Context: an optimization exercise on an open-source flow, tuned for small area. The choices shown serve that exercise and are no tape-out recipe. Function was checked by simulation only, so behaviour that the tests miss may differ from the original. The clock input has no modelled driver; a real chip could not lean on it and would need a root buffer or a full tree. Power is estimated from default activity; no workload was simulated.

==> design/flow/config.mk <==
export PLATFORM = sky130hd
export DESIGN_NAME = top
export DESIGN_NICKNAME = top
export VERILOG_FILES = /design/flow/design.v
export SDC_FILE = /design/flow/constraint.sdc
export NUM_CORES = 4
export LEC_CHECK = 0
export CAP_MARGIN = 20
export CORE_MARGIN = 2
export CORE_UTILIZATION = 60
export SLEW_MARGIN = 20
==> design/flow/constraint.sdc <==
create_clock -name core_clock -period 10.0 [get_ports {clk}]
set_input_delay 2.0000 -clock core_clock [delete_from_list [all_inputs] [get_ports {clk}]]
set_output_delay 2.0000 -clock core_clock [all_outputs]
set_load 0.01 [all_outputs]
==> design/flow/design.v <==
`timescale 1ns / 1ps
module debouncer(
   input  clk,
   input  btn_in,
   output btn_out
   );
   reg r1, r2, r3;
   always @(posedge clk) begin
       r1 <= btn_in;
       r2 <= r1;
       r3 <= r2;
   end
   assign btn_out = r3;
endmodule
`timescale 1ns / 1ps
module clk5Hz(
    input  CLK,
    input  RST,
    output HIT
    );
    localparam [23:0] END     = 24'h9d8f5c;
    localparam [23:0] ENDMASK = 24'hffffbb;
    reg [23:0] c;
    assign HIT = ((c ^ END) & ENDMASK) == 24'd0;
    always @(posedge CLK)
        if (RST | HIT) c <= 24'd0;
        else           c <= {~c[22:0], ~(c[23] ^ c[18])};
endmodule
`timescale 1ns / 1ps
module clk66kHZ(
    input  CLK,
    input  RST,
    output reg CLKOUT,
    output RISE,
    output FALL
    );
    localparam [9:0] END     = 10'h25b;
    localparam [9:0] ENDMASK = 10'h3fd;
    reg [9:0] c;
    wire hit = ((c ^ END) & ENDMASK) == 10'd0;
    assign RISE = hit & ~CLKOUT;
    assign FALL = hit & CLKOUT;
    always @(posedge CLK) begin
        if (RST | hit) c <= 10'd0;
        else           c <= {~c[8:0], ~(c[9] ^ c[8])};
        if (RST)       CLKOUT <= 1'b0;
        else if (hit)  CLKOUT <= ~CLKOUT;
    end
endmodule
`timescale 1ns / 1ps
module PmodJSTK(
    input        CLK,
    input        RST,
    input  [1:0] SWD,       
    input        MISO,
    output       SS,
    output       SCLK,
    output       MOSI,
    output reg [2:0] B5,    
    output reg   JUP,       
    output reg   JDN        
    );
    localparam [6:0] IDLE_HI = 7'h7c;
    localparam [6:0] IDLE_LO = 7'h7e;
    localparam [6:0] PEND    = 7'h7f;
    wire iSCLK, RISE, FALL, HIT;
    clk66kHZ SerialClock(.CLK(CLK), .RST(RST), .CLKOUT(iSCLK), .RISE(RISE), .FALL(FALL));
    clk5Hz   genSndRec  (.CLK(CLK), .RST(RST), .HIT(HIT));
    function [6:0] inc7;
        input [6:0] a;
        integer i;
        reg c;
        begin
            c = 1'b1;
            for (i = 0; i < 7; i = i + 1) begin
                inc7[i] = a[i] ^ c;
                c = c & a[i];
            end
        end
    endfunction
    reg  [6:0] s;
    reg  [1:0] w;           
    reg  [4:0] sr;          
    reg  [1:0] gl;          
    wire [3:0] p   = s[3:0];
    wire [2:0] n   = s[6:4];
    wire       act = ~(s[6] & s[5]);
    wire       CE  = act & (p[3] ^ p[2]);
    assign SS   = ~act | (s == 7'd0) | (s == 7'd81);
    assign SCLK = CE & iSCLK;
    assign MOSI = act & ((p == 4'd2) | (p == 4'd3) | (p == 4'd4) | (p == 4'd14) | (p == 4'd15) |
                         ((p == 4'd0 || p == 4'd1) && n != 3'd0) |
                         ((p == 4'd10) & w[1]) | ((p == 4'd11) & w[0]));
    wire [1:0] b2 = sr[1:0];
    wire       b1 = (n == 3'd0);
    always @(posedge CLK) begin
        if (RST) begin
            s  <= IDLE_LO;
            B5 <= 3'b000;
            JUP <= 1'b0;
            JDN <= 1'b1;
        end else begin
            if (FALL & (act | (s == PEND)))
                s <= (s == 7'd81) ? IDLE_HI : inc7(s);
            else if (HIT & (s == IDLE_LO))
                s <= PEND;
            else if (HIT & (s == IDLE_HI))
                s <= IDLE_LO;
            if (FALL & (s == 7'd80)) begin
                JUP <= gl[1];
                JDN <= gl[0];
                B5  <= sr[2:0];
            end
        end
    end
    always @(posedge CLK) begin
        if (FALL & act & (p == 4'd0))
            w <= SWD;
        if (RISE & CE)
            sr <= {sr[3:0], MISO};
        if (RISE & b1 & (p == 4'd4))
            gl <= {MISO, MISO};
        else if (RISE & b1 & ((p == 4'd5) | (p == 4'd6)))
            gl <= {gl[1] | MISO, gl[0] & MISO};
        else if (FALL & b1 & (p == 4'd12))
            gl <= {gl[1] | (sr[4] & (sr[3] | sr[2] | (sr[1] & sr[0]))),
                   ~(gl[0] & sr[4] & (sr[3] | sr[2]))};
        else if (FALL & (s == 7'd28))
            gl <= {(b2 == 2'd3) | ((b2 == 2'd2) & gl[1]),
                   (b2 == 2'd0) | ((b2 == 2'd1) & gl[0])};
    end
endmodule
`timescale 1ns / 1ps
module VGAdriver(
    input        clk,
    input        reset,
    output       video_on,
    output       hsync,
    output       vsync,
    output       p_tick,
    output reg [9:0] x,
    output reg [9:0] y
    );
    function [9:0] inc10;
        input [9:0] a;
        input       ci;
        integer i;
        reg c;
        begin
            c = ci;
            for (i = 0; i < 10; i = i + 1) begin
                inc10[i] = a[i] ^ c;
                c = c & a[i];
            end
        end
    endfunction
    reg [1:0] r;
    wire xc = ~r[1] & r[0];                  
    wire hend = x[9] & x[8] & (&x[4:0]);                    
    wire yc = xc & hend;
    wire vend = y[9] & y[3] & y[2];                         
    always @(posedge clk) begin
        if (reset) begin
            r <= 2'd0;
        end else begin
            r <= {r[1] ^ r[0], ~r[0]};
        end
        x <= (reset | yc) ? 10'd0 : inc10(x, xc);
        y <= (reset | (yc & vend)) ? 10'd0 : inc10(y, yc);
    end
    wire r2 = r[1] & ~r[0];
    wire x0 = (x == 10'd0);
    wire hs_cur  = x[9] & x[7] & (x[6] | x[5] | x[4]) & ~(x[6] & x[5] & x[4]);   
    wire hs_prev = x[9] & x[7] & ((x[6] | x[5] | x[4]) & ~(x[6] & x[5] & x[4]) & ~(x[6:0] == 7'd16) |
                                  (x[6:0] == 7'd112));                          
    assign hsync = r2 ? hs_prev : hs_cur;
    wire vs_cur  = y[9] & ~y[3] & ~y[2] & (y[1] ^ y[0]);                         
    wire vs_prev = y[9] & ~y[3] & ~y[2] & y[1];                                
    assign vsync = (r2 & x0) ? vs_prev : vs_cur;
    assign video_on = ~(x[9] & (x[8] | x[7])) & ~(y[9] | (y[8] & y[7] & y[6] & y[5]));
    assign p_tick   = (r == 2'd0);
endmodule
`timescale 1ns / 1ps
module pixelGenerator(
    input        clk,
    input        reset,
    input        up,
    input        down,
    input        video_on,
    input  [9:0] x,
    input  [9:0] y,
    input        switch,
    input        jup,
    input        jdn,
    input        pause,
    output       score,
    output [1:0] pq
    );
    function ge9;
        input [8:0] a;
        input [8:0] k;
        integer i;
        reg r;
        begin
            r = 1'b1;
            for (i = 0; i < 9; i = i + 1)
                r = k[i] ? (a[i] & r) : (a[i] | r);
            ge9 = r;
        end
    endfunction
    function [9:0] add10;
        input [9:0] a;
        input [9:0] b;
        input       ci;
        integer i;
        reg c;
        begin
            c = ci;
            for (i = 0; i < 10; i = i + 1) begin
                add10[i] = a[i] ^ b[i] ^ c;
                c = (a[i] & b[i]) | (c & (a[i] ^ b[i]));
            end
        end
    endfunction
    function [8:0] step9;
        input [8:0] a;
        input       up;
        input       ci;
        integer i;
        reg c;
        begin
            c = ci;
            for (i = 0; i < 9; i = i + 1) begin
                step9[i] = a[i] ^ c;
                c = c & ~(a[i] ^ up);
            end
        end
    endfunction
    reg  [8:0] nxb, nyb;
    reg        dxn, dyn;    
    reg  [8:0] nyp;
    reg        pady_q;      
    wire line481 = (y[8:5] == 4'hf) & (y[4:0] == 5'd1);      
    wire refresh_tick = line481 & (x == 10'd0);
    wire top    = (nyb[7:0] == 8'hff);                       
    wire bottom = nyb[8] & ~ge9({1'b0, nyb[7:0]}, 9'd19);     
    wire wall   = ge9(nxb, 9'd492);                          
    wire padx   = (nxb == 9'd214) | (nxb == 9'd213);          
    wire [8:0] din = line481 ? {~nyb[7:0], 1'b0} : y[8:0];
    wire [9:0] d10 = add10({1'b0, din}, {1'b0, nyp}, 1'b1);
    wire [8:0] d = d10[8:0];
    wire in72 = (d[8:6] == 3'd0) | ((d[8:6] == 3'd1) & (d[5:3] == 3'd0));    
    wire pady_c = (in72 | ((d[8:3] == 6'h3f) & (d[2:0] != 3'd0))) &      
                  nyb[8];                                                
    wire pady   = line481 ? pady_c : pady_q;
    wire hit_pad = ~top & ~bottom & ~wall & padx & pady;
    assign score = hit_pad;
    wire mv_up = switch ? up   : jup;
    wire mv_dn = switch ? down : jdn;
    wire pad_up = mv_up & ~ge9(nyp, 9'd508);                   
    wire pad_dn = mv_dn & ge9(nyp, 9'd107) & ~pad_up;          
    wire mv  = refresh_tick & ~pause;
    wire mup = mv & pad_up;
    wire mdn = mv & pad_dn;
    always @(posedge clk)
        if (reset) begin
            nyp <= 9'd511;
            nxb <= 9'd351;
            nyb <= 9'd391;
            dxn <= 1'b0;
            dyn <= 1'b0;
            pady_q <= 1'b0;
        end else begin
            if (line481)
                pady_q <= pady_c;
            if (!pause) begin
                if (top)          dyn <= 1'b0;
                else if (bottom)  dyn <= 1'b1;
                else if (wall)    dxn <= 1'b0;
                else if (hit_pad) dxn <= 1'b1;
            end
            nxb <= step9(nxb, dxn, mv);
            nyb <= step9(nyb, dyn, mv);
            nyp <= add10({1'b0, nyp}, {{8{mdn}}, mup, mup | mdn}, 1'b0);
        end
    wire wall_on = (x[9:3] == 7'd4);
    wire pad_on  = x[9] & (x[7:2] == 6'b010110) & in72;       
    wire [9:0] bdx = add10({1'b0, x[9:1]}, {1'b0, nxb}, 1'b1);
    wire [9:0] bdy = add10({2'b0, y[8:1]}, {2'b0, nyb[7:0]}, 1'b1);    
    wire sq_ball_on = (bdx[8:2] == 7'd0) & (nxb[8:2] != 7'd0) & (bdy[7:2] == 6'd0) & nyb[8];
    wire [2:0] rom_addr = {bdy[1:0], y[0]};
    wire [2:0] rom_col  = {bdx[1:0], x[0]};
    wire edge_r = (rom_addr == 3'd0) | (rom_addr == 3'd7);
    wire near_r = (rom_addr == 3'd1) | (rom_addr == 3'd6);
    wire edge_c = (rom_col == 3'd0) | (rom_col == 3'd7);
    wire near_c = (rom_col == 3'd1) | (rom_col == 3'd6);
    wire rom_bit = ~(edge_c & (edge_r | near_r)) & ~(near_c & edge_r);
    wire ball_on = sq_ball_on & rom_bit;
    assign pq[1] = video_on & (wall_on | pad_on | ball_on);
    assign pq[0] = video_on & ~wall_on & ~pad_on;
endmodule
`timescale 1ns / 1ps
module scorecounter(
   input clk,
   input reset,
   input d_inc,
   output reg [3:0] dig0, dig1, dig2, dig3
   );
   function [3:0] bcdt;
       input [3:0] d;
       input       en;
       begin
           bcdt = {en & d[0] & (d[3] | (d[2] & d[1])),
                   en & d[1] & d[0],
                   en & d[0] & ~d[3],
                   en};
       end
   endfunction
   reg d_inc_q;
   always @(posedge clk)
       if (reset)
           d_inc_q <= 1'b0;
       else
           d_inc_q <= d_inc;
   wire en0 = d_inc & ~d_inc_q;
   wire en1 = en0 & dig0[3] & dig0[0];
   wire en2 = en1 & dig1[3] & dig1[0];
   wire en3 = en2 & dig2[3] & dig2[0];
   always @(posedge clk) begin
       dig0 <= reset ? 4'd0 : dig0 ^ bcdt(dig0, en0);
       dig1 <= reset ? 4'd0 : dig1 ^ bcdt(dig1, en1);
       dig2 <= reset ? 4'd0 : dig2 ^ bcdt(dig2, en2);
       dig3 <= reset ? 4'd0 : dig3 ^ bcdt(dig3, en3);
   end
endmodule
`timescale 1ns / 1ps
module sevenSeg(
    input        CLK,
    input        RST,
    input  [3:0] DIN1,
    input  [3:0] DIN2,
    input  [3:0] DIN3,
    input  [3:0] DIN4,
    output [3:0] AN,
    output [6:0] SEG
    );
    localparam [15:0] END     = 16'hbd0d;
    localparam [15:0] ENDMASK = 16'hfff7;
    reg [15:0] c;
    reg        DCLK;
    reg [1:0]  cnt;
    reg        started;
    reg [3:0]  dig;
    wire hit = ((c ^ END) & ENDMASK) == 16'd0;
    wire [3:0] muxData = cnt[1] ? (cnt[0] ? DIN4 : DIN3) : (cnt[0] ? DIN2 : DIN1);
    always @(posedge CLK) begin
        if (RST | hit) c <= 16'd0;
        else           c <= {~c[14:0], ~(c[15] ^ c[12])};
        if (RST) begin
            DCLK <= 1'b0;
            cnt <= 2'd0;
            started <= 1'b0;
            dig <= 4'd0;
        end else begin
            DCLK <= hit;
            if (DCLK) begin
                cnt <= {cnt[1] ^ cnt[0], ~cnt[0]};
                started <= 1'b1;
                dig <= muxData;
            end
        end
    end
    assign AN = {~(~cnt[1] & ~cnt[0]), ~(cnt[1] & cnt[0]),
                 ~(cnt[1] & ~cnt[0]), ~(~cnt[1] & cnt[0])} & {4{started}};
    wire d3 = dig[3], d2 = dig[2], d1 = dig[1], d0 = dig[0];
    assign SEG[0] = ~d3 & ~d1 & (d2 ^ d0);                  
    assign SEG[1] = d2 & (d1 ^ d0);                         
    assign SEG[2] = ~d2 & d1 & ~d0;                         
    assign SEG[3] = ~d3 & ((~d1 & (d2 ^ d0)) | (d2 & d1 & d0));  
    assign SEG[4] = d0 | (d2 & ~d1);                        
    assign SEG[5] = ~d3 & ((~d2 & (d1 | d0)) | (d1 & d0));  
    assign SEG[6] = ~d3 & ((~d2 & ~d1) | (d2 & d1 & d0));   
endmodule
`timescale 1ns / 1ps
module top(
        clk, reset, up, down, hsync, vsync, rgb, pmod_switch, pause_switch,
        MISO, SW, SS, MOSI, SCLK, LED, an, seg
    );
    input clk;
    input reset;
    input up;
    input down;
    input pmod_switch;
    input pause_switch;
    output hsync;
    output vsync;
    output [11:0] rgb;
    input MISO;
    input [2:0] SW;
    output SS;
    output MOSI;
    output SCLK;
    output [2:0] LED;
    output [3:0] an;
    output [6:0] seg;
    wire w_reset, w_up, w_down, w_vid_on, w_p_tick;
    wire [9:0] w_x, w_y;
    wire [2:0] b5;
    wire jup, jdn, score;
    wire [1:0] pq_next;
    reg  [1:0] pq;
    wire [3:0] dig0, dig1, dig2, dig3;
    PmodJSTK PmodJSTK_Int(.CLK(clk), .RST(reset), .SWD({SW[1], SW[2]}), .MISO(MISO),
                          .SS(SS), .SCLK(SCLK), .MOSI(MOSI), .B5(b5), .JUP(jup), .JDN(jdn));
    assign LED = reset ? 3'b000 : {b5[1], b5[2], b5[0]};
    VGAdriver vga(.clk(clk), .reset(w_reset), .video_on(w_vid_on), .hsync(hsync), .vsync(vsync),
                  .p_tick(w_p_tick), .x(w_x), .y(w_y));
    pixelGenerator pg(.clk(clk), .reset(w_reset), .up(w_up), .down(w_down), .video_on(w_vid_on),
                      .x(w_x), .y(w_y), .switch(pmod_switch), .jup(jup), .jdn(jdn),
                      .pause(pause_switch), .score(score), .pq(pq_next));
    debouncer btReset(.clk(clk), .btn_in(reset), .btn_out(w_reset));
    debouncer btnU(.clk(clk), .btn_in(up), .btn_out(w_up));
    debouncer btnD(.clk(clk), .btn_in(down), .btn_out(w_down));
    scorecounter gs(.clk(clk), .reset(reset), .d_inc(score), .dig0(dig0), .dig1(dig1), .dig2(dig2), .dig3(dig3));
    sevenSeg display(.CLK(clk), .RST(reset), .DIN1(dig0), .DIN2(dig1), .DIN3(dig2), .DIN4(dig3),
                     .AN(an), .SEG(seg));
    always @(posedge clk)
        if (w_p_tick)
            pq <= pq_next;
    wire [3:0] nib = {pq[1], pq[1] & pq[0], pq[1], pq[0]};
    assign rgb = {nib, nib, nib};
endmodule
==> design/flow/flow/run.sh <==
#!/bin/bash
# Layout flow: the standard flow (standard.sh), with two changes:
#  1. after the standard synthesis, its combinational logic is mapped again
#     by ABC for area; the registers (names, cell types) are kept as they are;
#  2. the port buffers are buf_1 cells and CTS adds no dummy clock loads;
#  3. after CTS, leaf clock buffers are merged in pairs and made smaller
#     while the worst flip-flop clock-pin slew stays below 112 ps
#     (flow/merge_leaves.tcl).
# Each tool's output goes to a log_*.log file in this folder.
set -euo pipefail
W=$PWD
R=$W/orfs/results/$FLOW_PLATFORM/top/base
LIB=$FLOW_HOME/platforms/$FLOW_PLATFORM/lib/sky130_fd_sc_hd__tt_025C_1v80.lib
YOSYS=$(command -v yosys || echo "$FLOW_HOME/../tools/install/yosys/bin/yosys")

# 1. standard synthesis
bash standard.sh synth > "$W/log_1_standard_synth.log" 2>&1
cp "$R/1_2_yosys.v" "$W/std_1_2_yosys.v"

# 2. re-map the combinational logic: a few ABC scripts (flow/abc_variants.txt)
#    run in parallel; the smallest result that keeps the standard synthesis's
#    registers (names and cell types) and is proven equal to it is used.
python3 flow/gen_models.py "$LIB" "$W/models_comb.v" "$W/models_seq.v" > "$W/log_2_models.log" 2>&1
sed -e "s#@LIB@#$LIB#g" -e "s#@W@#$W#g" flow/equiv.ys > "$W/equiv.ys"
grep -oE '^ *sky130_fd_sc_hd__[a-z0-9_]*df[a-z0-9_]* +[^ ]+' "$W/std_1_2_yosys.v" | sort > "$W/regs_std.txt"
v=0
while IFS= read -r script; do
  v=$((v + 1))
  printf '%s\n' "$script" > "$W/abc_$v.script"
  sed -e "s#@LIB@#$LIB#g" -e "s#@W@#$W#g" -e "s#@V@#$v#g" flow/resyn.ys > "$W/resyn_$v.ys"
  "$YOSYS" -s "$W/resyn_$v.ys" > "$W/log_3_resyn_$v.log" 2>&1 &
done < flow/abc_variants.txt
wait || true
: > "$W/resyn_areas.txt"
for i in $(seq 1 $v); do
  a=$( (grep "Chip area for module" "$W/resyn_stat_$i.txt" 2>/dev/null || true) | grep -oE "[0-9.]+$" || true)
  [ -n "$a" ] && echo "$a $i" >> "$W/resyn_areas.txt"
done
echo "re-mapped netlist NOT used" > "$W/resyn_used.txt"
for i in $(sort -g "$W/resyn_areas.txt" | awk '{print $2}'); do
  cp "$W/resyn_$i.v" "$W/resyn.v"
  grep -oE '^ *sky130_fd_sc_hd__[a-z0-9_]*df[a-z0-9_]* +[^ ]+' "$W/resyn.v" | sort > "$W/regs_resyn.txt"
  if cmp "$W/regs_std.txt" "$W/regs_resyn.txt" > "$W/log_4_regs_$i.log" 2>&1 &&
     "$YOSYS" -s "$W/equiv.ys" > "$W/log_5_equiv_$i.log" 2>&1; then
    cp "$W/resyn.v" "$R/1_2_yosys.v"
    echo "re-mapped netlist $i used" > "$W/resyn_used.txt"
    break
  fi
done

# 3. the rest of the standard flow
export BUFFER_PORTS_ARGS="-buffer_cell sky130_fd_sc_hd__buf_1"
export CTS_ARGS="-sink_clustering_enable -repair_clock_nets -dont_use_dummy_load -sink_clustering_buffer sky130_fd_sc_hd__clkbuf_4 -root_buf sky130_fd_sc_hd__clkbuf_8 -buf_list {sky130_fd_sc_hd__clkbuf_4 sky130_fd_sc_hd__clkbuf_8}"
export POST_CTS_TCL="$W/flow/merge_leaves.tcl"
export CTS_MERGE_MAX_FANOUT=24
export CTS_MERGE_MAX_SLEW=0.112
export CTS_SMALL_BUF=sky130_fd_sc_hd__clkbuf_4
bash standard.sh > "$W/log_6_standard_layout.log" 2>&1
==> design/flow/flow/abc_variants.txt <==
strash; &get -n; &deepsyn -I 10 -J 5 -T 2000; &put; dch -f; amap; topo
strash; &get -n; &deepsyn -I 10 -J 5 -S 5 -T 2000; &put; dch -f; amap; topo
strash; &get -n; &deepsyn -I 10 -J 5 -S 17 -T 2000; &put; dch -f; amap; topo
strash; &get -n; &deepsyn -I 10 -J 5 -S 17 -T 2000; &put; dch -f; amap; &get -n; &st; &dch -f; &put; amap; topo
==> design/flow/flow/equiv.ys <==
# Prove the re-mapped netlist equal to the standard synthesis's, register by register.
read_liberty -ignore_miss_func @LIB@
read_verilog @W@/std_1_2_yosys.v
rename top gold
read_verilog @W@/resyn.v
rename top gate
# auto-generated names (_123_) differ between the two netlists: hide them so
# that only ports and registers are paired by name
rename -hide gold/w:_* gold/c:_* gate/w:_* gate/c:_*
proc
flatten gold gate
opt_clean
equiv_make gold gate eq
hierarchy -top eq
equiv_simple -seq 2
equiv_induct -seq 2
equiv_status -assert
==> design/flow/flow/gen_models.py <==
# Writes Verilog models of the sky130hd cells: combinational cells as assigns
# (from the liberty "function"), sequential cells as blackboxes.
import re, sys
lib = open(sys.argv[1]).read()
out_c = open(sys.argv[2], 'w'); out_s = open(sys.argv[3], 'w')
i = 0
for m in re.finditer(r'\n\s*cell \("(sky130_fd_sc_hd__\w+)"\)\s*\{', lib):
    name = m.group(1); start = m.end()
    # find the cell body by brace matching
    depth = 1; j = start
    while depth:
        c = lib[j]
        if c == '{': depth += 1
        elif c == '}': depth -= 1
        j += 1
    body = lib[start:j]
    pins = []
    for pm in re.finditer(r'\n\s*pin \("(\w+)"\)\s*\{', body):
        ps = pm.end(); d = 1; k = ps
        while d:
            c = body[k]
            if c == '{': d += 1
            elif c == '}': d -= 1
            k += 1
        pb = body[ps:k]
        dm = re.search(r'direction\s*:\s*"?(\w+)"?', pb)
        fm = re.search(r'\bfunction\s*:\s*"([^"]*)"', pb)
        pins.append((pm.group(1), dm.group(1) if dm else None, fm.group(1) if fm else None))
    seen=set(); pins=[p for p in pins if not (p[0] in seen or seen.add(p[0]))]
    seq = re.search(r'\n\s*(ff|latch|statetable)\s*\(', body) is not None
    ins = [p for p in pins if p[1] == 'input']
    outs = [p for p in pins if p[1] == 'output']
    if not outs: continue
    ports = ', '.join(p[0] for p in ins + outs)
    if seq or any(o[2] is None for o in outs):
        out_s.write(f"(* blackbox *) module {name}({ports});\n")
        for p in ins: out_s.write(f"  input {p[0]};\n")
        for p in outs: out_s.write(f"  output {p[0]};\n")
        out_s.write("endmodule\n")
    else:
        out_c.write(f"module {name}({ports});\n")
        for p in ins: out_c.write(f"  input {p[0]};\n")
        for p in outs:
            f = p[2].replace('!', '~')
            out_c.write(f"  output {p[0]};\n  assign {p[0]} = {f};\n")
        out_c.write("endmodule\n")
==> design/flow/flow/merge_leaves.tcl <==
# After CTS: merge pairs of nearby leaf clock buffers that hang off the same
# driver, moving the sinks of one onto the other and removing it; then give
# each leaf buffer the smaller cell CTS_SMALL_BUF.  A change is undone if the
# worst flip-flop clock-pin slew (placement parasitics) would exceed
# CTS_MERGE_MAX_SLEW (ns).
set block [ord::get_db_block]
set odb_db [ord::get_db]
set maxfo $::env(CTS_MERGE_MAX_FANOUT)
set maxslew $::env(CTS_MERGE_MAX_SLEW)
proc worst_clk_slew {} {
  estimate_parasitics -placement
  set w 0
  foreach pin [get_pins -hierarchical */CLK] {
    set s [get_property $pin slew_max]
    if {$s > $w} { set w $s }
  }
  return $w
}
proc leaf_info {block} {
  set leaves {}
  foreach inst [$block getInsts] {
    set m [[$inst getMaster] getName]
    if {![string match "sky130_fd_sc_hd__clkbuf_*" $m]} { continue }
    set out [$inst findITerm X]
    set net [$out getNet]
    if {$net == "NULL"} { continue }
    set sinks 0; set leaf 1
    foreach it [$net getITerms] {
      if {$it == $out} { continue }
      set mm [[[$it getInst] getMaster] getName]
      if {[string match "sky130_fd_sc_hd__clkbuf_*" $mm]} { set leaf 0 }
      incr sinks
    }
    if {$leaf && $sinks > 0} {
      set bb [$inst getBBox]
      lappend leaves [list $inst $net $sinks [expr {([$bb xMin]+[$bb xMax])/2}] [expr {([$bb yMin]+[$bb yMax])/2}]]
    }
  }
  return $leaves
}
set clk [lindex [all_clocks] 0]
set was_propagated [get_property $clk is_propagated]
if {!$was_propagated} { set_propagated_clock $clk }
set merged 0
set tried {}
puts "CTS_MERGE start: worst clock-pin slew [worst_clk_slew]"
while {1} {
  set leaves [leaf_info $block]
  set best {}; set bd 1e30
  set n [llength $leaves]
  for {set i 0} {$i < $n} {incr i} {
    for {set j [expr {$i+1}]} {$j < $n} {incr j} {
      set a [lindex $leaves $i]; set b [lindex $leaves $j]
      if {[lindex $a 2] + [lindex $b 2] > $maxfo} { continue }
      set key [lsort [list [[lindex $a 0] getName] [[lindex $b 0] getName]]]
      if {[lsearch -exact $tried $key] >= 0} { continue }
      set da [[[lindex $a 0] findITerm A] getNet]; set db [[[lindex $b 0] findITerm A] getNet]
      if {$da != $db} { continue }
      set d [expr {abs([lindex $a 3]-[lindex $b 3]) + abs([lindex $a 4]-[lindex $b 4])}]
      if {$d < $bd} { set bd $d; set best [list $a $b] }
    }
  }
  if {$best == {}} { break }
  set a [lindex $best 0]; set b [lindex $best 1]
  if {[lindex $a 2] < [lindex $b 2]} { set t $a; set a $b; set b $t }
  lappend tried [lsort [list [[lindex $a 0] getName] [[lindex $b 0] getName]]]
  set keepnet [lindex $a 1]; set delinst [lindex $b 0]; set delnet [lindex $b 1]
  set moved {}
  foreach it [$delnet getITerms] {
    if {[$it getInst] == $delinst} { continue }
    lappend moved $it
    $it disconnect
    $it connect $keepnet
  }
  set w [worst_clk_slew]
  if {$w > $maxslew} {
    foreach it $moved { $it disconnect; $it connect $delnet }
    puts "CTS_MERGE undone: slew $w"
    continue
  }
  set drv [[$delinst findITerm A] getNet]
  [$delinst findITerm A] disconnect
  [$delinst findITerm X] disconnect
  odb::dbInst_destroy $delinst
  odb::dbNet_destroy $delnet
  incr merged
  puts "CTS_MERGE merged a leaf into [[lindex $a 0] getName]: worst slew $w"
}
puts "CTS_MERGE merged $merged leaf buffers; worst clock-pin slew [worst_clk_slew]"
# then try a smaller cell for each leaf buffer, smallest fanout first
set small [$odb_db findMaster $::env(CTS_SMALL_BUF)]
set resized 0
foreach l [lsort -integer -index 2 [leaf_info $block]] {
  set inst [lindex $l 0]
  set old [$inst getMaster]
  if {[$old getName] == [$small getName]} { continue }
  $inst swapMaster $small
  set w [worst_clk_slew]
  if {$w > $maxslew} {
    $inst swapMaster $old
  } else {
    incr resized
  }
}
puts "CTS_MERGE resized $resized leaf buffers to [$small getName]; worst clock-pin slew [worst_clk_slew]"
if {!$was_propagated} { unset_propagated_clock $clk }
==> design/flow/flow/resyn.ys <==
# Re-map the standard synthesis's combinational cells; registers stay as they are.
read_verilog -lib @W@/models_seq.v
read_verilog @W@/models_comb.v
read_verilog @W@/std_1_2_yosys.v
hierarchy -top top
setattr -set keep 1 t:sky130_fd_sc_hd__*df*
flatten
opt_clean -purge
opt -full
techmap
opt -fast
abc -script @W@/abc_@V@.script -liberty @LIB@ -dont_use sky130_fd_sc_hd__lpflow_bleeder_1 -dont_use sky130_fd_sc_hd__lpflow_clkbufkapwr_1 -dont_use sky130_fd_sc_hd__lpflow_clkbufkapwr_16 -dont_use sky130_fd_sc_hd__lpflow_clkbufkapwr_2 -dont_use sky130_fd_sc_hd__lpflow_clkbufkapwr_4 -dont_use sky130_fd_sc_hd__lpflow_clkbufkapwr_8 -dont_use sky130_fd_sc_hd__lpflow_clkinvkapwr_1 -dont_use sky130_fd_sc_hd__lpflow_clkinvkapwr_16 -dont_use sky130_fd_sc_hd__lpflow_clkinvkapwr_2 -dont_use sky130_fd_sc_hd__lpflow_clkinvkapwr_4 -dont_use sky130_fd_sc_hd__lpflow_clkinvkapwr_8 -dont_use sky130_fd_sc_hd__lpflow_decapkapwr_12 -dont_use sky130_fd_sc_hd__lpflow_decapkapwr_3 -dont_use sky130_fd_sc_hd__lpflow_decapkapwr_4 -dont_use sky130_fd_sc_hd__lpflow_decapkapwr_6 -dont_use sky130_fd_sc_hd__lpflow_decapkapwr_8 -dont_use sky130_fd_sc_hd__lpflow_inputiso0n_1 -dont_use sky130_fd_sc_hd__lpflow_inputiso0p_1 -dont_use sky130_fd_sc_hd__lpflow_inputiso1n_1 -dont_use sky130_fd_sc_hd__lpflow_inputiso1p_1 -dont_use sky130_fd_sc_hd__lpflow_inputisolatch_1 -dont_use sky130_fd_sc_hd__lpflow_isobufsrc_1 -dont_use sky130_fd_sc_hd__lpflow_isobufsrc_16 -dont_use sky130_fd_sc_hd__lpflow_isobufsrc_2 -dont_use sky130_fd_sc_hd__lpflow_isobufsrc_4 -dont_use sky130_fd_sc_hd__lpflow_isobufsrc_8 -dont_use sky130_fd_sc_hd__lpflow_isobufsrckapwr_16 -dont_use sky130_fd_sc_hd__lpflow_lsbuf_lh_hl_isowell_tap_1 -dont_use sky130_fd_sc_hd__lpflow_lsbuf_lh_hl_isowell_tap_2 -dont_use sky130_fd_sc_hd__lpflow_lsbuf_lh_hl_isowell_tap_4 -dont_use sky130_fd_sc_hd__lpflow_lsbuf_lh_isowell_4 -dont_use sky130_fd_sc_hd__lpflow_lsbuf_lh_isowell_tap_1 -dont_use sky130_fd_sc_hd__lpflow_lsbuf_lh_isowell_tap_2 -dont_use sky130_fd_sc_hd__lpflow_lsbuf_lh_isowell_tap_4 -dont_use sky130_fd_sc_hd__probe_p_8 -dont_use sky130_fd_sc_hd__probec_p_8  -dont_use sky130_fd_sc_hd__ebufn_1 -dont_use sky130_fd_sc_hd__ebufn_2 -dont_use sky130_fd_sc_hd__ebufn_4 -dont_use sky130_fd_sc_hd__ebufn_8 -dont_use sky130_fd_sc_hd__einvn_0 -dont_use sky130_fd_sc_hd__einvn_1 -dont_use sky130_fd_sc_hd__einvn_2 -dont_use sky130_fd_sc_hd__einvn_4 -dont_use sky130_fd_sc_hd__einvn_8 -dont_use sky130_fd_sc_hd__einvp_1 -dont_use sky130_fd_sc_hd__einvp_2 -dont_use sky130_fd_sc_hd__einvp_4 -dont_use sky130_fd_sc_hd__einvp_8 -dont_use sky130_fd_sc_hd__fa_1 -dont_use sky130_fd_sc_hd__fa_2 -dont_use sky130_fd_sc_hd__fa_4 -dont_use sky130_fd_sc_hd__fah_1 -dont_use sky130_fd_sc_hd__fahcin_1 -dont_use sky130_fd_sc_hd__fahcon_1 -dont_use sky130_fd_sc_hd__ha_1 -dont_use sky130_fd_sc_hd__ha_2 -dont_use sky130_fd_sc_hd__ha_4
opt_clean -purge
setattr -unset keep t:sky130_fd_sc_hd__*df*
write_verilog -noattr -nohex -nodec @W@/resyn_abc_@V@.v
design -reset
read_liberty -lib @LIB@
read_verilog @W@/resyn_abc_@V@.v
hierarchy -check -top top
hilomap -singleton -hicell sky130_fd_sc_hd__conb_1 HI -locell sky130_fd_sc_hd__conb_1 LO
insbuf -buf sky130_fd_sc_hd__buf_1 A X
check -assert
write_verilog -noattr -nohex -nodec @W@/resyn_@V@.v
tee -o @W@/resyn_stat_@V@.txt stat -liberty @LIB@
==> design/flow/standard.sh <==
#!/bin/bash
# synth_recipe.tcl (not shown) runs the flow's synth.tcl, then flattens the netlist and writes it again
# the make line also repeats each setting of config.mk as NAME=value (left out here)
make -C /OpenROAD-flow-scripts/flow DESIGN_CONFIG=/design/flow/config.mk WORK_HOME=/design/flow/orfs CLKGATE_MAP_FILE= SYNTH_SCRIPT=/design/flow/synth_recipe.tcl "${@:-finish}"
==> results of run 1 <==
==> worst max-delay path by stage <==
| stage | end | startpoint |
|---|---|---|
| after floorplan | gs.dig3[3] | vga.y[1] |
| after global placement | gs.dig3[3] | vga.y[5] |
| after detailed placement | gs.dig3[3] | vga.y[5] |
| after global routing | gs.dig3[3] | vga.y[5] |
| final | gs.dig3[3] | vga.y[5] |
==> where the power goes <==
part,total (mW),switching [mW],internal (mW)
Combinational,0.0296,0.0194,0.0101
Clock,0.297,0.189,0.108
Sequential,0.673,0.0116,0.661
Total,1.00,0.220,0.780
==> registers in the layout (all words and copies together), names as in the netlist, 3 cells and up <==
register                    flops
PmodJSTK_Int.SerialClock.c     10
pg.nyb                          9
PmodJSTK_Int.s                  7
gs.dig3                         4
pg.nxb                          9
gs.dig0                         4
PmodJSTK_Int.B5                 3
vga.y                          10
display.dig                     4
PmodJSTK_Int.genSndRec.c       24
pg.nyp                          9
gs.dig2                         4
vga.x                          10
gs.dig1                         4
PmodJSTK_Int.sr                 5
display.c                      16
==> routing by layer <==
layer / track usage / up-vias
li1: - / 3102
met1: 0.304 / 2809
met2: 0.452 / 165
met3: 0.0658 / 24
met4: 0.105 / 0
met5: 0 / -
==> layout make-up <==
| type | instances | area [um2] |
|---|---|---|
| Clock buffer | 14 | 168 |
| Fill cell | 959 | 3710 |
| Inverter | 100 | 375 |
| Multi-Input combinational cell | 586 | 2980 |
| Sequential cell | 160 | 3310 |
| Tap cell | 140 | 175 |
| Timing Repair Buffer | 42 | 173 |
==> worst max-delay path: cells and delay by family (launching register included) <==
kind               cells  cell delay [ps]
DFF                    1              440
and+or+nand+nor       23             3980
AOI/OAI and AO/OA     13             1790
==> placed cells by master (no fill, tap or decap), types with 5 or more instances in the layout <==
cell,n
a211oi_1,20
a21oi_1,36
a22oi_1,9
a31oi_1,12
buf_1,38
clkbuf_4,5
clkbuf_8,10
clkinv_1,100
dfxtp_1,149
edfxtp_1,11
nand2_1,59
nand3_1,14
nand4_1,8
nor2_1,194
nor3_1,52
nor4_1,9
o211ai_1,7
o21a_1,6
o21ai_0,77
o221ai_1,10
o22ai_1,18
==> summary.txt, run 1 <==
Floorplan
  – I/O pins: 41
  – Site Rows: 38
  – Starting density of the core: 0.616
  – Die boundary height: 110 um
  – Die W: 110 um
  – Core Area: 0.0109 mm2
  – Die area: 0.0120 mm2

Setup path
  – Crit path DAT: 6620 ps
  – Worst reg-to-reg path cell count: 36
  – Critical path fanouts, max: 11
  – Reg2Reg Setup Slack: 3720 ps
  – Reg2reg start: vga.y[5]
  – CP max stage cell: dfxtp_1
  – Req. time, crit path: 10,350 ps
  – CP Capture Type: register
  – WS Path Type: reg2reg
  – CP startpoint kind: register
  – Capturing point of the worst reg2reg path: gs.dig3[3]
  – Slowest stage delay, CP: 440 ps
  – CP dominant cell by count: nand2_1

CTS
  – Clock Latency Late Sink: 430 ps
  – Clk slew on worst S/H paths: 110 ps
  – Sink Count: 160

STA
  – Slew @ Worst Pin: 1040 ps
  – Setup TNS: 0 ps
  – Final worst path period share: 0.628
  – Final Hold Viols: 0
  – Max Clock Skew: 27.8 ps
  – Unrepaired setup endpoints after global routing: false
  – Final setup violation count: 0
  – Hold slack final: 316 ps
  – Pins over their slew limit: 0
  – Max Clk Rate: 159 MHz
  – Min Tclk post-route: 6280 ps
  – Worst relative slew slack: 0.305
  – Setup ws final: 3720 ps

Drt
  – DRT met1 WL: 6430 um
  – Final antenna-violating net count: 0
  – DRT iter0 DRCs: 446
  – Vias per cell: 5.85
  – DR top layer: met4
  – Vias post-DR: 6,100
  – Met3 wire len: 724 um
  – DRT Pass-1 Iters: 5
  – Avg WL per Cell: 14.2 um
  – Wire length on met2: 7350 um
  – Total wire length: 14,800 um
  – Drt drc: 0

Final layout
  – Final nets: 914
  – Cell Count, Final, Fillers Out: 1,042
  – Layout area overhead: 7.07%
  – Final core utilization: 0.660
  – Post-Layout Inst Area: 0.00718 mm2
  – Layout cells sized above 1: 0.0200
  – Number of diodes: 0

Synthesis
  – Post-synthesis cell count: 857
  – Syn_area_per_cell: 7.83 um2
  – Warnings from Yosys: 9
  – Synthesized area: 0.00671 mm2
  – Syn_nets: 867

GRT
  – Global-route wire length before repair: 24,600 um
  – Number of global-route vias before repair: 5,644
  – GRT Total Usage: 0.260
  – Largest net degree at the start of global routing: 42
  – Initial antenna violation count: 0
  – Overflow after GRT: 0

Run status
  – Status: finished clean

Placed design
  – Buffers on Ports: 39
  – Placed cell count: 1,028
  – Cell Area, Placed: 0.00701 mm2
  – Post-DP HPWL: 10,800 um
  – Routability cong.: 0.907
  – Dpl ws: 3830 ps

Pwr
  – Design Power: 1000 uW
  – Peak VDD IR: 0.146 mV
  – Static Leakage: 2.50 nW
  – Power density over the cells: 139 mW/mm2

Hold path
  – Cells on Worst Hold Path: 0
  – Tightest Hold Check Type: reg2reg
  – Hold Path End: btReset.r3
  – Worst hold start: btReset.r2

Run
  – Max-cap violation count: 0
==> run 2, diff against run 1 <==
--- a/design/flow/flow/resyn.ys
+++ b/design/flow/flow/resyn.ys
@@ -18,7 +18,7 @@
 read_verilog @W@/resyn_abc_@V@.v
 hierarchy -check -top top
 hilomap -singleton -hicell sky130_fd_sc_hd__conb_1 HI -locell sky130_fd_sc_hd__conb_1 LO
-insbuf -buf sky130_fd_sc_hd__buf_1 A X
+
 check -assert
 write_verilog -noattr -nohex -nodec @W@/resyn_@V@.v
 tee -o @W@/resyn_stat_@V@.txt stat -liberty @LIB@
==> run 2 against run 1 <==
Compared with the run above:
- still clean
- final area stayed put
- global-route usage is 0.47 points lower
- via count is 0.59% higher
- core utilization is 0.29 points higher
==> summary.txt, run 2 <==
Setup path
  – Req. time, crit path: 10,360 ps
  – CP Capture Type: register
  – Reg2reg start: vga.y[5]
  – Slowest stage delay, CP: 450 ps
  – Worst reg-to-reg path cell count: 36
  – CP max stage cell: dfxtp_1
  – Capturing point of the worst reg2reg path: gs.dig3[3]
  – CP startpoint kind: register
  – WS Path Type: reg2reg
  – Crit path DAT: 6600 ps
  – Critical path fanouts, max: 11
  – Reg2Reg Setup Slack: 3760 ps
  – CP dominant cell by count: nand2_1

Drt
  – Final antenna-violating net count: 0
  – Avg WL per Cell: 13.9 um
  – DRT Pass-1 Iters: 6
  – Vias per cell: 5.89
  – Total wire length: 14,500 um
  – Vias post-DR: 6,136
  – DRT iter0 DRCs: 416
  – Drt drc: 0

STA
  – Pins over their slew limit: 0
  – Final Hold Viols: 0
  – Slew @ Worst Pin: 1030 ps
  – Worst relative slew slack: 0.315
  – Max Clk Rate: 160 MHz
  – Setup TNS: 0 ps
  – Final worst path period share: 0.624
  – Setup ws final: 3760 ps
  – Unrepaired setup endpoints after global routing: false
  – Min Tclk post-route: 6240 ps
  – Hold slack final: 333 ps
  – Max Clock Skew: 31.1 ps
  – Final setup violation count: 0

Final layout
  – Top reg by flops: PmodJSTK_Int.genSndRec.c
  – Most common cell after layout, fill and taps aside: nor2_1
  – Post-Layout Inst Area: 0.00718 mm2
  – Layout area overhead: 7.73%
  – Layout cells sized above 1: 0.0200
  – Biggest regs: PmodJSTK_Int.genSndRec.c (24), display.c (16)
  – Final nets: 914
  – Max reg flops: 24
  – Final core utilization: 0.663
  – Number of diodes: 0
  – Most frequent cells in the layout: nor2_1, dfxtp_1, clkinv_1

Pwr
  – Power density over the cells: 139 mW/mm2
  – Static Leakage: 2.50 nW
  – Peak VDD IR: 0.128 mV

Hold path
  – Tightest Hold Check Type: reg2reg
  – Cells on Worst Hold Path: 0
  – Worst hold start: btnD.r2
  – Hold Path End: btnD.r3

GRT
  – Largest net degree at the start of global routing: 42
  – Initial antenna violation count: 0
  – Global-route wire length before repair: 24,300 um
  – GRT Total Usage: 0.255
  – Overflow after GRT: 0
  – Number of global-route vias before repair: 5,594

Placed design
  – Buffers on Ports: 39
  – Dpl ws: 3840 ps
  – Cell Area, Placed: 0.00701 mm2
  – Routability cong.: 0.912
  – Post-DP HPWL: 10,600 um

Synthesis
  – Synthesized area: 0.00667 mm2
  – Syn_nets: 856
  – Syn_area_per_cell: 7.88 um2
  – Post-synthesis cell count: 846
  – Warnings from Yosys: 9

Run
  – Max-cap violation count: 0

Floorplan
  – Die area: 0.0120 mm2
  – Die boundary height: 109 um
  – Core Area: 0.0108 mm2
  – I/O pins: 41
  – Die W: 109 um
  – Site Rows: 38
  – Starting density of the core: 0.615

CTS
  – Clk slew on worst S/H paths: 110 ps
  – Clock Latency Late Sink: 440 ps
  – Sink Count: 160

Run status
  – Status: finished clean
==> run 2: cell counts in the layout (fill, tap and decap cells not counted) <==
Identical to the previous run, type by type.
==> run 2: report_power, final <==
group          total, mW  switching, mW  internal [mW]
logic             0.0293         0.0192         0.0101
clock network      0.299          0.191          0.108
registers          0.673         0.0113          0.661
==> run 2: cell type report <==
type / instances / area (um2)
Fill cell: 956 / 3660
Sequential cell: 160 / 3310
Multi-Input combinational cell: 586 / 2980
Inverter: 100 / 375
Tap cell: 140 / 175
Timing Repair Buffer: 42 / 173
Clock buffer: 14 / 168
==> run 2: worst max-delay path, delay by kind of cell, from the launching register on <==
family | cells | cell delay, ps
AND/OR/NAND/NOR | 23 | 3940
AO/OA/AOI/OAI | 13 | 1790
flip-flops | 1 | 450
==> run 2: per-layer routing <==
layer | up-vias | global-route usage | wire length (um)
li1 | 3107 | - | -
met1 | 2848 | 0.307 | 6530
met2 | 155 | 0.435 | 7130
met3 | 26 | 0.0705 | 613
met4 | 0 | 0.0931 | 262
met5 | - | 0 | 0
==> run 2: worst max path at each step <==
| stage | startpoint | end | slack [ps] |
|---|---|---|---|
| final | vga.y[5] | gs.dig3[3] | 3760 |
| after global routing | vga.y[5] | gs.dig3[3] | 2780 |
| after detailed placement | vga.y[5] | gs.dig3[3] | 3840 |
| after global placement | vga.y[5] | gs.dig3[3] | 4120 |
| after floorplan | vga.y[1] | gs.dig3[3] | 5000 |
==> run 2: through the flow <==
stage          std cells  power [mW]
2_1_floorplan        846       0.703
3_3_place_gp        1028       0.716
3_5_place_dp        1028       0.717
5_1_grt             1042        1.04
6_report            1042        1.00

==> port drivers added, routing unchanged <==
The results above use ideal ports. As a check the final layouts listed here were re-extracted and re-timed, cells and wires unchanged.
Step 1 (the two cells are an assumption about what drives the block):
set clk [get_ports {clk}]
set_driving_cell -lib_cell sky130_fd_sc_hd__clkbuf_16 $clk
set_driving_cell -lib_cell sky130_fd_sc_hd__buf_2 [delete_from_list [all_inputs] $clk]
Step 2 also shifts input and output timing later by t, the mid clock arrival at the registers, as if the neighbouring blocks saw the same clock.
Three values: ideal, step 1, step 2; two values: the first two.
| run | shift t [ns] | slack for setup (ns) | worst data-port slew with drivers (ns) |
|---|---|---|---|
| run 1 | 0.456 | 3.725 / 3.725 / 3.725 | 0.04 |
| run 2 | 0.455 | 3.765 / 3.765 / 3.765 | 0.03 |
After both steps setup and hold are still met in every run listed.
